Background: an optimization exercise with open tools, aiming at small area, a short achievable clock period and few clock cycles. Do not read the settings as production practice.
Function was not checked in any run shown here: the RTL went through the layout flow alone.

===== design/flow/run.sh =====
#!/bin/bash
# synth_recipe.tcl (not shown) runs the flow's synth.tcl, then flattens the netlist and writes it again
# the make line also repeats each setting of config.mk as NAME=value (left out here)
make -C /OpenROAD-flow-scripts/flow DESIGN_CONFIG=/design/flow/config.mk WORK_HOME=/design/flow/orfs CLKGATE_MAP_FILE= SYNTH_SCRIPT=/design/flow/synth_recipe.tcl finish

===== design/flow/config.mk =====
export PLATFORM = sky130hd
export DESIGN_NAME = fft_radix4_top
export DESIGN_NICKNAME = fft_radix4_top
export VERILOG_FILES = /design/flow/design.v
export SDC_FILE = /design/flow/constraint.sdc
export NUM_CORES = 8
export LEC_CHECK = 0
export CAP_MARGIN = 20
export CORE_MARGIN = 2
export CORE_UTILIZATION = 40
export SLEW_MARGIN = 20

===== design/flow/constraint.sdc =====
create_clock -name core_clock -period 20.0 [get_ports {clk}]
set_input_delay 4.0000 -clock core_clock [delete_from_list [all_inputs] [get_ports {clk}]]
set_output_delay 4.0000 -clock core_clock [all_outputs]
set_load 0.01 [all_outputs]

===== design/flow/design.v =====
module complex_adder (
    input  wire [15:0] a,
    input  wire [15:0] b,
    output wire [15:0] y
);
    wire [16:0] t = {a[15], a} + {b[15], b};
    assign y = (t[16] != t[15]) ? {t[16], {15{~t[16]}}} : t[15:0];
endmodule
module complex_subtractor (
    input  wire [15:0] a,
    input  wire [15:0] b,
    output wire [15:0] y
);
    wire [16:0] t = {a[15], a} - {b[15], b};
    assign y = (t[16] != t[15]) ? {t[16], {15{~t[16]}}} : t[15:0];
endmodule
module complex_multiplier #(
    parameter K = 0
)(
    input  wire [15:0] a_real,
    input  wire [15:0] a_imag,
    output wire [15:0] result_real,
    output wire [15:0] result_imag
);
    wire signed [31:0] r = {{16{a_real[15]}}, a_real};
    wire signed [31:0] i = {{16{a_imag[15]}}, a_imag};
    function [15:0] w0;   
        input [15:0] x;
        w0 = (!x[15] && x != 16'd0) ? x - 16'd1 : (x == 16'h8000) ? 16'h8001 : x;
    endfunction
    wire signed [31:0] er, ei;
    generate
        if (K == 0) begin : k0
            assign result_real = w0(a_real);
            assign result_imag = w0(a_imag);
        end else begin : kx
            if (K == 1) begin : k1
                assign er = (r <<< 15) - (r <<< 11) - (r <<< 9) + (r <<< 6) + r
                          + (i <<< 14) - (i <<< 12) + (i <<< 8) - (i <<< 2);
                assign ei = (i <<< 15) - (i <<< 11) - (i <<< 9) + (i <<< 6) + i
                          - (r <<< 14) + (r <<< 12) - (r <<< 8) + (r <<< 2);
            end else if (K == 3) begin : k3
                assign er = (i <<< 15) - (i <<< 11) - (i <<< 9) + (i <<< 6) + i
                          + (r <<< 14) - (r <<< 12) + (r <<< 8) - (r <<< 2);
                assign ei = - (r <<< 15) + (r <<< 11) + (r <<< 9) - (r <<< 6) - r
                          + (i <<< 14) - (i <<< 12) + (i <<< 8) - (i <<< 2);
            end else if (K == 9) begin : k9
                assign er = - (r <<< 15) + (r <<< 11) + (r <<< 9) - (r <<< 6) - r
                          - (i <<< 14) + (i <<< 12) - (i <<< 8) + (i <<< 2);
                assign ei = - (i <<< 15) + (i <<< 11) + (i <<< 9) - (i <<< 6) - i
                          + (r <<< 14) - (r <<< 12) + (r <<< 8) - (r <<< 2);
            end else if (K == 2) begin : k2
                wire signed [31:0] u = r + i;
                wire signed [31:0] v = i - r;
                assign er = (u <<< 14) + (u <<< 13) - (u <<< 11) + (u <<< 9) + (u <<< 7) + (u <<< 1);
                assign ei = (v <<< 14) + (v <<< 13) - (v <<< 11) + (v <<< 9) + (v <<< 7) + (v <<< 1);
            end else if (K == 6) begin : k6
                wire signed [31:0] u = i - r;
                wire signed [31:0] v = - r - i;
                assign er = (u <<< 14) + (u <<< 13) - (u <<< 11) + (u <<< 9) + (u <<< 7) + (u <<< 1);
                assign ei = (v <<< 14) + (v <<< 13) - (v <<< 11) + (v <<< 9) + (v <<< 7) + (v <<< 1);
            end else begin : k4
                assign er = 32'sd0;
                assign ei = 32'sd0;
            end
            if (K == 4) begin : o4
                assign result_real = w0(a_imag);
                assign result_imag = a_real[15] ? ~a_real : -a_real;
            end else begin : ox
                assign result_real = er[30:15];
                assign result_imag = ei[30:15];
            end
        end
    endgenerate
endmodule
module register_bank (
    input wire clk,
    input wire [255:0] data_in_real,
    input wire [255:0] data_in_imag,
    output reg [255:0] data_out_real,
    output reg [255:0] data_out_imag
);
    always @(posedge clk) begin
        data_out_real <= data_in_real;
        data_out_imag <= data_in_imag;
    end
endmodule
`timescale 1ns / 1ps
module twiddle_rom_radix4 #(
    parameter WIDTH = 16
)(
    input wire [3:0] addr,
    output reg signed [WIDTH-1:0] tw_real,
    output reg signed [WIDTH-1:0] tw_imag
);
    always @(*) begin
        case(addr)
            4'd0: begin   
                tw_real = 16'sd32767;
                tw_imag = 16'sd0;
            end
            4'd1: begin   
                tw_real = 16'sd30273;
                tw_imag = -16'sd12540;
            end
            4'd2: begin   
                tw_real = 16'sd23170;
                tw_imag = -16'sd23170;
            end
            4'd3: begin   
                tw_real = 16'sd12540;
                tw_imag = -16'sd30273;
            end
            4'd4: begin   
                tw_real = 16'sd0;
                tw_imag = -16'sd32767;
            end
            4'd5: begin   
                tw_real = -16'sd12540;
                tw_imag = -16'sd30273;
            end
            4'd6: begin   
                tw_real = -16'sd23170;
                tw_imag = -16'sd23170;
            end
            4'd7: begin   
                tw_real = -16'sd30273;
                tw_imag = -16'sd12540;
            end
            4'd8: begin   
                tw_real = -16'sd32767;
                tw_imag = 16'sd0;
            end
            4'd9: begin   
                tw_real = -16'sd30273;
                tw_imag = 16'sd12540;
            end
            4'd10: begin   
                tw_real = -16'sd23170;
                tw_imag = 16'sd23170;
            end
            4'd11: begin   
                tw_real = -16'sd12540;
                tw_imag = 16'sd30273;
            end
            4'd12: begin   
                tw_real = 16'sd0;
                tw_imag = 16'sd32767;
            end
            4'd13: begin   
                tw_real = 16'sd12540;
                tw_imag = 16'sd30273;
            end
            4'd14: begin   
                tw_real = 16'sd23170;
                tw_imag = 16'sd23170;
            end
            4'd15: begin   
                tw_real = 16'sd30273;
                tw_imag = 16'sd12540;
            end
        endcase
    end
endmodule
module butterfly_radix4 (
    input  wire [15:0] x0_real, x0_imag, x1_real, x1_imag,
    input  wire [15:0] x2_real, x2_imag, x3_real, x3_imag,
    output wire [15:0] y0_real, y0_imag, y1_real, y1_imag,
    output wire [15:0] y2_real, y2_imag, y3_real, y3_imag
);
    wire [15:0] ar, ai, br, bi, cr, ci, dr, di;
    complex_adder      a_r (.a(x0_real), .b(x2_real), .y(ar));
    complex_adder      a_i (.a(x0_imag), .b(x2_imag), .y(ai));
    complex_subtractor b_r (.a(x0_real), .b(x2_real), .y(br));
    complex_subtractor b_i (.a(x0_imag), .b(x2_imag), .y(bi));
    complex_adder      c_r (.a(x1_real), .b(x3_real), .y(cr));
    complex_adder      c_i (.a(x1_imag), .b(x3_imag), .y(ci));
    complex_subtractor d_r (.a(x1_real), .b(x3_real), .y(dr));
    complex_subtractor d_i (.a(x1_imag), .b(x3_imag), .y(di));
    wire [15:0] jdr = -di;
    complex_adder      y0r (.a(ar), .b(cr), .y(y0_real));
    complex_adder      y0i (.a(ai), .b(ci), .y(y0_imag));
    complex_subtractor y2r (.a(ar), .b(cr), .y(y2_real));
    complex_subtractor y2i (.a(ai), .b(ci), .y(y2_imag));
    complex_subtractor y1r (.a(br), .b(jdr), .y(y1_real));
    complex_subtractor y1i (.a(bi), .b(dr), .y(y1_imag));
    complex_adder      y3r (.a(br), .b(jdr), .y(y3_real));
    complex_adder      y3i (.a(bi), .b(dr), .y(y3_imag));
endmodule
`timescale 1ns / 1ps
module control_radix4 (
    input wire clk,
    input wire rst_n,
    input wire start,
    output wire stage,
    output wire done,
    output wire valid
);
    reg busy;
    always @(posedge clk or negedge rst_n) begin
        if (!rst_n)
            busy <= 1'b0;
        else
            busy <= start;
    end
    assign stage = busy;
    assign done = busy;
    assign valid = busy;
endmodule
`timescale 1ns / 1ps
module fft_radix4_top #(
    parameter WIDTH = 16
)(
    input wire clk,
    input wire rst_n,
    input wire start,
    input wire signed [WIDTH*16-1:0] data_in_real,
    input wire signed [WIDTH*16-1:0] data_in_imag,
    output wire signed [WIDTH*16-1:0] data_out_real,
    output wire signed [WIDTH*16-1:0] data_out_imag,
    output wire done,
    output wire valid
);
    wire stage;
    control_radix4 ctrl (.clk(clk), .rst_n(rst_n), .start(start), .stage(stage), .done(done), .valid(valid));
    wire [255:0] s_real, s_imag;    
    reg  [255:0] p1_real, p1_imag;  
    genvar b;
    generate
        for (b = 0; b < 4; b = b + 1) begin : bf
            wire [15:0] x0r = stage ? s_real[16*(4*b+0) +: 16] : data_in_real[16*(b+0) +: 16];
            wire [15:0] x1r = stage ? s_real[16*(4*b+1) +: 16] : data_in_real[16*(b+4) +: 16];
            wire [15:0] x2r = stage ? s_real[16*(4*b+2) +: 16] : data_in_real[16*(b+8) +: 16];
            wire [15:0] x3r = stage ? s_real[16*(4*b+3) +: 16] : data_in_real[16*(b+12) +: 16];
            wire [15:0] x0i = stage ? s_imag[16*(4*b+0) +: 16] : data_in_imag[16*(b+0) +: 16];
            wire [15:0] x1i = stage ? s_imag[16*(4*b+1) +: 16] : data_in_imag[16*(b+4) +: 16];
            wire [15:0] x2i = stage ? s_imag[16*(4*b+2) +: 16] : data_in_imag[16*(b+8) +: 16];
            wire [15:0] x3i = stage ? s_imag[16*(4*b+3) +: 16] : data_in_imag[16*(b+12) +: 16];
            wire [15:0] t0r, t0i, t1r, t1i, t2r, t2i, t3r, t3i;
            butterfly_radix4 u (
                .x0_real(x0r), .x0_imag(x0i), .x1_real(x1r), .x1_imag(x1i),
                .x2_real(x2r), .x2_imag(x2i), .x3_real(x3r), .x3_imag(x3i),
                .y0_real(t0r), .y0_imag(t0i), .y1_real(t1r), .y1_imag(t1i),
                .y2_real(t2r), .y2_imag(t2i), .y3_real(t3r), .y3_imag(t3i));
            wire [15:0] o1r, o1i, o2r, o2i, o3r, o3i;
            complex_multiplier #(.K(0)) w01 (.a_real(t1r), .a_imag(t1i), .result_real(o1r), .result_imag(o1i));
            complex_multiplier #(.K(0)) w02 (.a_real(t2r), .a_imag(t2i), .result_real(o2r), .result_imag(o2i));
            complex_multiplier #(.K(0)) w03 (.a_real(t3r), .a_imag(t3i), .result_real(o3r), .result_imag(o3i));
            assign data_out_real[16*(4*b+0) +: 16] = t0r;
            assign data_out_imag[16*(4*b+0) +: 16] = t0i;
            assign data_out_real[16*(4*b+1) +: 16] = o1r;
            assign data_out_imag[16*(4*b+1) +: 16] = o1i;
            assign data_out_real[16*(4*b+2) +: 16] = o2r;
            assign data_out_imag[16*(4*b+2) +: 16] = o2i;
            assign data_out_real[16*(4*b+3) +: 16] = o3r;
            assign data_out_imag[16*(4*b+3) +: 16] = o3i;
            wire [15:0] q1r, q1i, q2r, q2i, q3r, q3i;
            if (b == 0) begin : w0
                assign {q1r, q1i, q2r, q2i, q3r, q3i} = {o1r, o1i, o2r, o2i, o3r, o3i};
            end else begin : wk
                complex_multiplier #(.K(b))   m1 (.a_real(t1r), .a_imag(t1i), .result_real(q1r), .result_imag(q1i));
                complex_multiplier #(.K(2*b)) m2 (.a_real(t2r), .a_imag(t2i), .result_real(q2r), .result_imag(q2i));
                complex_multiplier #(.K(3*b)) m3 (.a_real(t3r), .a_imag(t3i), .result_real(q3r), .result_imag(q3i));
            end
            always @(*) begin
                p1_real[16*(b+0) +: 16] = t0r;  p1_imag[16*(b+0) +: 16] = t0i;
                p1_real[16*(b+4) +: 16] = q1r;  p1_imag[16*(b+4) +: 16] = q1i;
                p1_real[16*(b+8) +: 16] = q2r;  p1_imag[16*(b+8) +: 16] = q2i;
                p1_real[16*(b+12) +: 16] = q3r; p1_imag[16*(b+12) +: 16] = q3i;
            end
        end
    endgenerate
    register_bank bank (.clk(clk), .data_in_real(p1_real), .data_in_imag(p1_imag),
                        .data_out_real(s_real), .data_out_imag(s_imag));
endmodule

==> summary.txt, run 1 <==
Outcome
  • Status: complete, no violations

Global route
  • Gr usage total: 0.328
  • Largest net degree at the start of global routing: 81
  • Gr ovfl total: 0
  • Vias in the first global route: around 130k
  • Initial antenna violation count: approximately 140
  • Global-route wire length before repair: 889,000 um

Clock network
  • CTS Buf Count: 82
  • Clock sink count: between 500 and 600
  • Reg clk slew, reported paths: roughly 0.07 ns
  • TritonCTS clock tree: yes
  • H-Tree Depth: 3
  • Worst-skew pair later-pin latency: roughly 0.88 ns
  • Clock Tree Buf Depth: 4
  • Postcts setup bufs: 0
  • Root buf cell: clkbuf_16

Routing
  • Wire length per cell: 26.5 um
  • Antenna-violating nets left: 0
  • Starting DRT DRC Count: ~13,000
  • Vias per std cell: approximately 5.5
  • TritonRoute pass-1 iters: 6
  • Residual DRC: 0
  • Vias after detailed routing: approximately 130k
  • Drt total wl: roughly 630,000 um

Setup path
  • Worst path max stage delay: 0.63 ns
  • Required @ worst endpoint: between 15 and 20 ns
  • Critical path class: input pin to output port
  • CP max FO: 17
  • Crit path max-delay cell type: clkdlybuf4s50_1
  • Critical Path Source Type: input pin
  • CP Capture Type: output port
  • CP Data Arrival Time: roughly 16 ns
  • CP most frequent cell: ha_1

Floorplanning
  • Core Footprint: about 370,000 um2
  • I/O pin count: 1,029
  • Die area: 376,000 um2
  • Rows: 223
  • Die height: about 610 um
  • Initial Utilization: 0.402
  • Die Wd: 613 um

Yosys
  • Syn nets: about 22,000
  • Synth cell types: about 120
  • Cells after synthesis: between 15,000 and 20,000
  • EDFF count, synth: 0
  • Avg Synthesized Cell Area: 8.20 um2
  • Asr flop ratio synth: 0.00195
  • Sequential cell area fraction in the yosys report: 0.0693
  • Seq cells post-synth: about 510
  • Top FF cell, synth: dfxtp_1
  • Post-Syn Area: about 150,000 um2
  • Ys Warns: 5

Cells and area
  • Share of cells above drive strength 1: 0.0558
  • Nets: between 20,000 and 25,000
  • Post-Layout Cell Count: approximately 24,000
  • Fillers: 36,800
  • Area Growth Syn to Fin: 12.5%
  • Cell area after layout: about 170,000 um2
  • Layout Utilization: 0.452

STA
  • Slew @ Worst Pin: about 1.3 ns
  • Skew final: about 0.11 ns
  • Slew HR: 0.104
  • Final hold slack: 1.38 ns
  • Fin crit share: 0.975
  • F_max: approximately 51 MHz
  • Final hold viol count: 0
  • Period minus WS final: approximately 20 ns
  • Setup-failing EPs final: 0
  • Slew Limit Fails: 0
  • Fin worst setup slack: between 0.4 and 0.5 ns

Place
  • DP HPWL: between 500,000 and 600,000 um
  • DP Area: 164,000 um2
  • Dpl ws: roughly 0.49 ns
  • Routability congestion estimate: between 1 and 1.5
  • DP Cell Count: roughly 24,000
  • Port Buffer Count: 1,028

Run
  • Max-cap violation count: 0

Hold path
  • Worst Hold Class: register to register
Yosys cell counts (all sizes together) (55+ instances only):
| master | count | share of area |
|---|---|---|
| a211oi | 112 | 0.0058 |
| a21boi | 55 | 0.0028 |
| a21o | 307 | 0.016 |
| a21oi | 1223 | 0.041 |
| a31oi | 115 | 0.0049 |
| and2 | 106 | 0.0045 |
| and3 | 91 | 0.0038 |
| buf | 330 | 0.015 |
| clkbuf | 454 | 0.011 |
| dfxtp | 512 | 0.069 |
| fa | 1461 | 0.20 |
| ha | 2327 | 0.20 |
| inv | 3052 | 0.077 |
| mux2 | 274 | 0.021 |
| mux2i | 309 | 0.021 |
| nand2 | 655 | 0.017 |
| nand2b | 209 | 0.0088 |
| nand3 | 261 | 0.0089 |
| nand4 | 63 | 0.0027 |
| nor2 | 1234 | 0.031 |
| nor2b | 208 | 0.0088 |
| nor3 | 393 | 0.013 |
| nor4 | 77 | 0.0034 |
| o211ai | 80 | 0.0041 |
| o21a | 298 | 0.015 |
| o21ai | 950 | 0.032 |
| o21bai | 239 | 0.012 |
| o31ai | 110 | 0.0058 |
| or2 | 103 | 0.0043 |
| or3 | 133 | 0.0056 |
| xnor2 | 1171 | 0.069 |
| xor2 | 329 | 0.019 |
per-layer routing:
| metal | up-vias | track usage | part of all wire |
|---|---|---|---|
| met1 | 64300 | 0.435 | 0.42 |
| met5 | - | 0 | 0.00054 |
| met2 | 5503 | 0.482 | 0.42 |
| met4 | 26 | 0.209 | 0.074 |
| met3 | 998 | 0.0667 | 0.086 |
| li1 | 61600 | - | - |
path summary, 6_finish.rpt:
kind / start / end / slack (ns) / cells after the start
worst min-delay path: bank.data_out_real[15] / bank.data_out_real[15] / 1.38 / 8
min in group asynchronous: rst_n / ctrl.busy / 3.28 / 1
worst max register to register: ctrl.busy / bank.data_out_real[239] / 3.00 / 60
max in group asynchronous: rst_n / ctrl.busy / 16.61 / 1
worst min register to register: bank.data_out_real[15] / bank.data_out_real[15] / 1.38 / 8
worst max-delay path: data_in_imag[80] / data_out_real[125] / 0.49 / 42
critical path, delay by kind of cell:
family                   cells  cell delay, ns
AO/OA/AOI/OAI               17            4.36
XOR/XNOR                     3            0.74
adder cells (fa/ha/maj)      7            2.11
buffers and inverters        5            1.82
multiplexers                 1            0.45
AND/OR/NAND/NOR              9            2.04
sequential cells by signal, indices dropped and copies added (netlist names):
register / count
bank.data_out_imag: 256
ctrl.busy: 1
bank.data_out_real: 256
cells in the final DEF (no fill, tap or decap), drive strengths merged, types with 298 or more instances in the layout:
master	synthesis	routed
a21oi	1223	1223
a21o	307	307
inv	3052	3059
nor3	393	393
dfxtp	512	512
o21a	298	298
clkdlybuf4s50	0	1028
fa	1461	1461
xor2	329	329
nor2	1234	1234
o21ai	950	950
nand2	655	655
buf	330	362
xnor2	1171	1171
ha	2327	2327
mux2i	309	309
what timing repair did:
action / in CTS / in global routing
hold buffers: 0 / 0
gates resized for setup: 0 / 19
endpoints found under the hold margin: 0 / 0
setup endpoints to repair: 0 / 83
layout make-up:
class | count | area (um2) | area share
sequential | 513 | 10300 | 0.0616
timing repair buffer | 1390 | 13100 | 0.0783
inverter | 3061 | 11500 | 0.0688
tap | 4950 | 6190 | 0.0371
clock buffer | 105 | 2280 | 0.0137
multi-input combinational | 13700 | 123000 | 0.737
antenna | 64 | 160 | 0.000960
clock inverter | 39 | 515 | 0.00309
cell families (layout without fill, tap and decap cells):
family / Yosys count / in the layout / synth area share
flops: 513 / 513 / 0.0693
mux: 583 / 583 / 0.0416
xor+xnor: 1500 / 1500 / 0.0888
fa+ha+maj: 3828 / 3828 / 0.396
compound gates: 4087 / 4087 / 0.177
other cells: 0 / 64 / 0
buf+inv: 3845 / 4595 / 0.104
simple gates: 3738 / 3738 / 0.124
through the flow:
| step | setup TNS, ns |
|---|---|
| finish | 0 |
| global route | -0.00628 |
| CTS | 0 |
| detailed placement | 0 |
| global placement | 0 |
| floorplan | 0 |
==> inputs of run 2 (changes only) <==
--- a/design/flow/config.mk
+++ b/design/flow/config.mk
@@ -7,5 +7,6 @@
 export LEC_CHECK = 0
 export CAP_MARGIN = 20
 export CORE_MARGIN = 2
-export CORE_UTILIZATION = 40
+export CORE_UTILIZATION = 55
+export SETUP_SLACK_MARGIN = 5
 export SLEW_MARGIN = 20
==> run 2 against run 1 <==
Against the previous run: still clean on timing, DRC and antenna; cell area is 28% higher; via count up 17%; register-to-register slack gained 2.4 ns; flip-flop and latch count unchanged; die area fell by 27%; area after synthesis unchanged; non-clock buffer count is 2597 higher; clock skew down 0.033 ns; first-iteration DRC count up 32%; critical path type unchanged; critical endpoint is now data_out_real[223].
==> summary.txt, run 2 <==
Hold path
  • Min-delay src: bank.data_out_imag[0]
  • Worst hold path cell count: 6
  • Worst Hold Class: register to register

STA
  • RSZ-0062 raised after global routing: yes
  • Slew Limit Fails: 0
  • Setup-failing EPs final: 0
  • Skew final: ~0.075 ns
  • Slew HR: 0.129
  • Fin crit share: 0.827
  • TNS Setup: 0 ns
  • Final hold viol count: 0
  • Fin worst setup slack: 3.47 ns
  • Final hold slack: approximately 1.5 ns
  • F_max: 60.5 MHz
  • Slew @ Worst Pin: about 1.3 ns
  • Period minus WS final: between 15 and 20 ns

Yosys
  • Top FF cell, synth: dfxtp_1
  • Synth top area share: 0.197
  • Synth area leader: fa_1
  • Synth top area cells: fa_1 20%, ha_1 20%, inv_1 7.7%
  • Ys Warns: 5
  • EDFF count, synth: 0
  • Sequential cell area fraction in the yosys report: 0.0693
  • Top-count cell post-synth: inv_1
  • Seq cells post-synth: about 510
  • Post-Syn Area: approximately 150,000 um2
  • Top cells by count, synth: 3,046 x inv_1, 2,327 x ha_1, 1,461 x fa_1, 1,232 x nor2_1, 1,221 x a21oi_1
  • Asr flop ratio synth: 0.00195
  • Cells after synthesis: approximately 18,000
  • Synth cell types: between 100 and 150
  • Avg Synthesized Cell Area: slightly above 8 um2
  • Syn nets: approximately 22,000

Setup path
  • Required @ worst endpoint: ~16 ns
  • Worst setup path startpoint: data_in_imag[116]
  • CP Capture Type: output port
  • Worst path max stage delay: approximately 0.5 ns
  • Crit path max-delay cell type: clkdlybuf4s50_1
  • Reg2reg start: ctrl.busy
  • Worst R2R Path Depth: between 60 and 70
  • CP max FO: 6
  • Critical Path Source Type: input pin
  • CP Data Arrival Time: around 13 ns
  • Critical path class: input pin to output port

Routing
  • Drt total wl: 688,000 um
  • Wire length per cell: about 27 um
  • TritonRoute pass-1 iters: 10
  • Antenna-violating nets left: 0
  • Residual DRC: 0
  • Starting DRT DRC Count: around 18,000
  • Vias after detailed routing: about 160k
  • Vias per std cell: approximately 6.2

Place
  • Routability congestion estimate: 1.07
  • Port Buffer Count: around 1,000
  • Dpl ws: about 1.0 ns
  • DP Area: 166,000 um2
  • DP HPWL: a little over 500,000 um

Clock network
  • CTS Buf Count: 75
  • H-Tree Depth: 3
  • Worst-skew pair later-pin latency: slightly below 0.9 ns
  • Clock Tree Buf Depth: 4
  • TritonCTS clock tree: yes
  • Reg clk slew, reported paths: approximately 0.060 ns
  • Root buf cell: clkbuf_16
  • Clock sink count: a little over 500
  • Cts hold-fix bufs: 0

Floorplanning
  • I/O pin count: roughly 1,000
  • Die height: between 500 and 600 um
  • Die area: approximately 270,000 um2
  • Rows: 190
  • Core Footprint: 268,000 um2
  • Initial Utilization: 0.553
  • Die Wd: 523 um

Cells and area
  • Top Registers: bank.data_out_imag x256, bank.data_out_real x256, ctrl.busy x1
  • Share of cells above drive strength 1: 0.351
  • Nets: roughly 26,000
  • Cell area after layout: 213,000 um2
  • Area Growth Syn to Fin: 43.8%
  • Most frequent cells in the layout: 2,785 x inv_1, 2,369 x buf_4, 1,834 x ha_1
  • Most common cell after layout, fill and taps aside: inv_1

Global route
  • Gr usage total: 0.457
  • Largest net degree at the start of global routing: between 80 and 90
  • Gr ovfl total: 0
  • Global-route wire length before repair: 934,000 um
  • Vias in the first global route: around 150k
  • Initial antenna violation count: roughly 100

Run
  • Max-cap violation count: 0

Outcome
  • Status: complete, no violations
run 2: cell counts after synthesis:
Identical to the previous run, type by type.
run 2: what timing repair did:
action / in CTS / in global routing
resized for setup: 4906 / 2180
endpoints found under the setup margin: 768 / 733
pin swaps: 1429 / 1299
setup buffers: 1885 / 866
cloned: 43 / 4
run 2: critical path: cells and delay by family:
family / cells / cell delay (ns)
XOR/XNOR: 3 / 0.34
buffers and inverters: 9 / 1.55
adder cells (fa/ha/maj): 5 / 1.47
AO/OA/AOI/OAI: 13 / 2.09
AND/OR/NAND/NOR: 14 / 2.72
multiplexers: 1 / 0.34
run 2: cell type report:
type                       count  area [um2]
tap                         3552        4440
fill                       17400       54800
inverter                    3061       12000
multi-input combinational  13800      149000
antenna                       64         160
timing repair inverter         1        6.26
timing repair buffer        3987       35100
clock buffer                  88        2030
sequential                   513       10300
clock inverter                42         528
run 2: path summary, 6_finish.rpt:
kind                            slack, ns                       to
worst max-delay path                 3.47       data_out_real[223]
min in group asynchronous            3.31                ctrl.busy
max in group asynchronous           16.58                ctrl.busy
worst min-delay path                 1.49    bank.data_out_imag[0]
worst min register to register       1.49    bank.data_out_imag[0]
worst max register to register       5.36  bank.data_out_imag[190]
run 2: through the flow:
step	std cells	util
after floorplan	18100	-
after global placement	22100	0.618
after detailed placement	22100	0.618
after CTS	24100	0.738
after global routing	25000	0.796
final	25100	0.796
run 2: logic make-up (layout without fill, tap and decap cells):
logic type / Yosys count / in the layout / share of synthesized area
buf+inv: 3845 / 7179 / 0.104
other cells: 0 / 64 / 0
mux: 583 / 584 / 0.0416
simple gates: 3738 / 3752 / 0.124
xor+xnor: 1500 / 1500 / 0.0888
flops: 513 / 513 / 0.0693
compound gates: 4087 / 4092 / 0.177
fa+ha+maj: 3828 / 3828 / 0.396
run 2: per-layer routing:
metal	part of all wire	up-vias	track usage	wire, um
met4	0.095	52	0.325	65600
met3	0.12	2984	0.133	84400
met2	0.42	10100	0.676	288000
li1	-	66900	-	-
met1	0.36	75100	0.570	249000
met5	0.00051	-	0	353

[re-timing with driven ports]
Ports are ideal in the flow. The routed layouts listed here were re-timed in OpenROAD. Step 1 sets driving cells, clkbuf_16 on the clock port and buf_2 on the other inputs (assumed; they add their load-dependent delay and slew). Step 2 times the ports against the registers' clock, not the clock port: input delays grow and output delays shrink by t, the midpoint of the rising clock arrivals with the driver on. a / b / c = ideal / step 1 / step 2; a / b = the first two.
run | shift t [ns] | slack for setup (ns) | latest minus earliest clock arrival (ns) | worst slew at a driven data input, ns
run 1 | 0.955 | 0.490 / 0.443 / 0.246 | 0.107 / 0.108 | 0.22
run 2 | 0.954 | 3.468 / 3.432 / 3.153 | 0.075 / 0.075 | 0.30
After both steps every run listed still meets setup and hold. For run 2, which loses most, drivers alone change the setup slack by -0.036 ns; drivers and shift together by -0.315 ns.
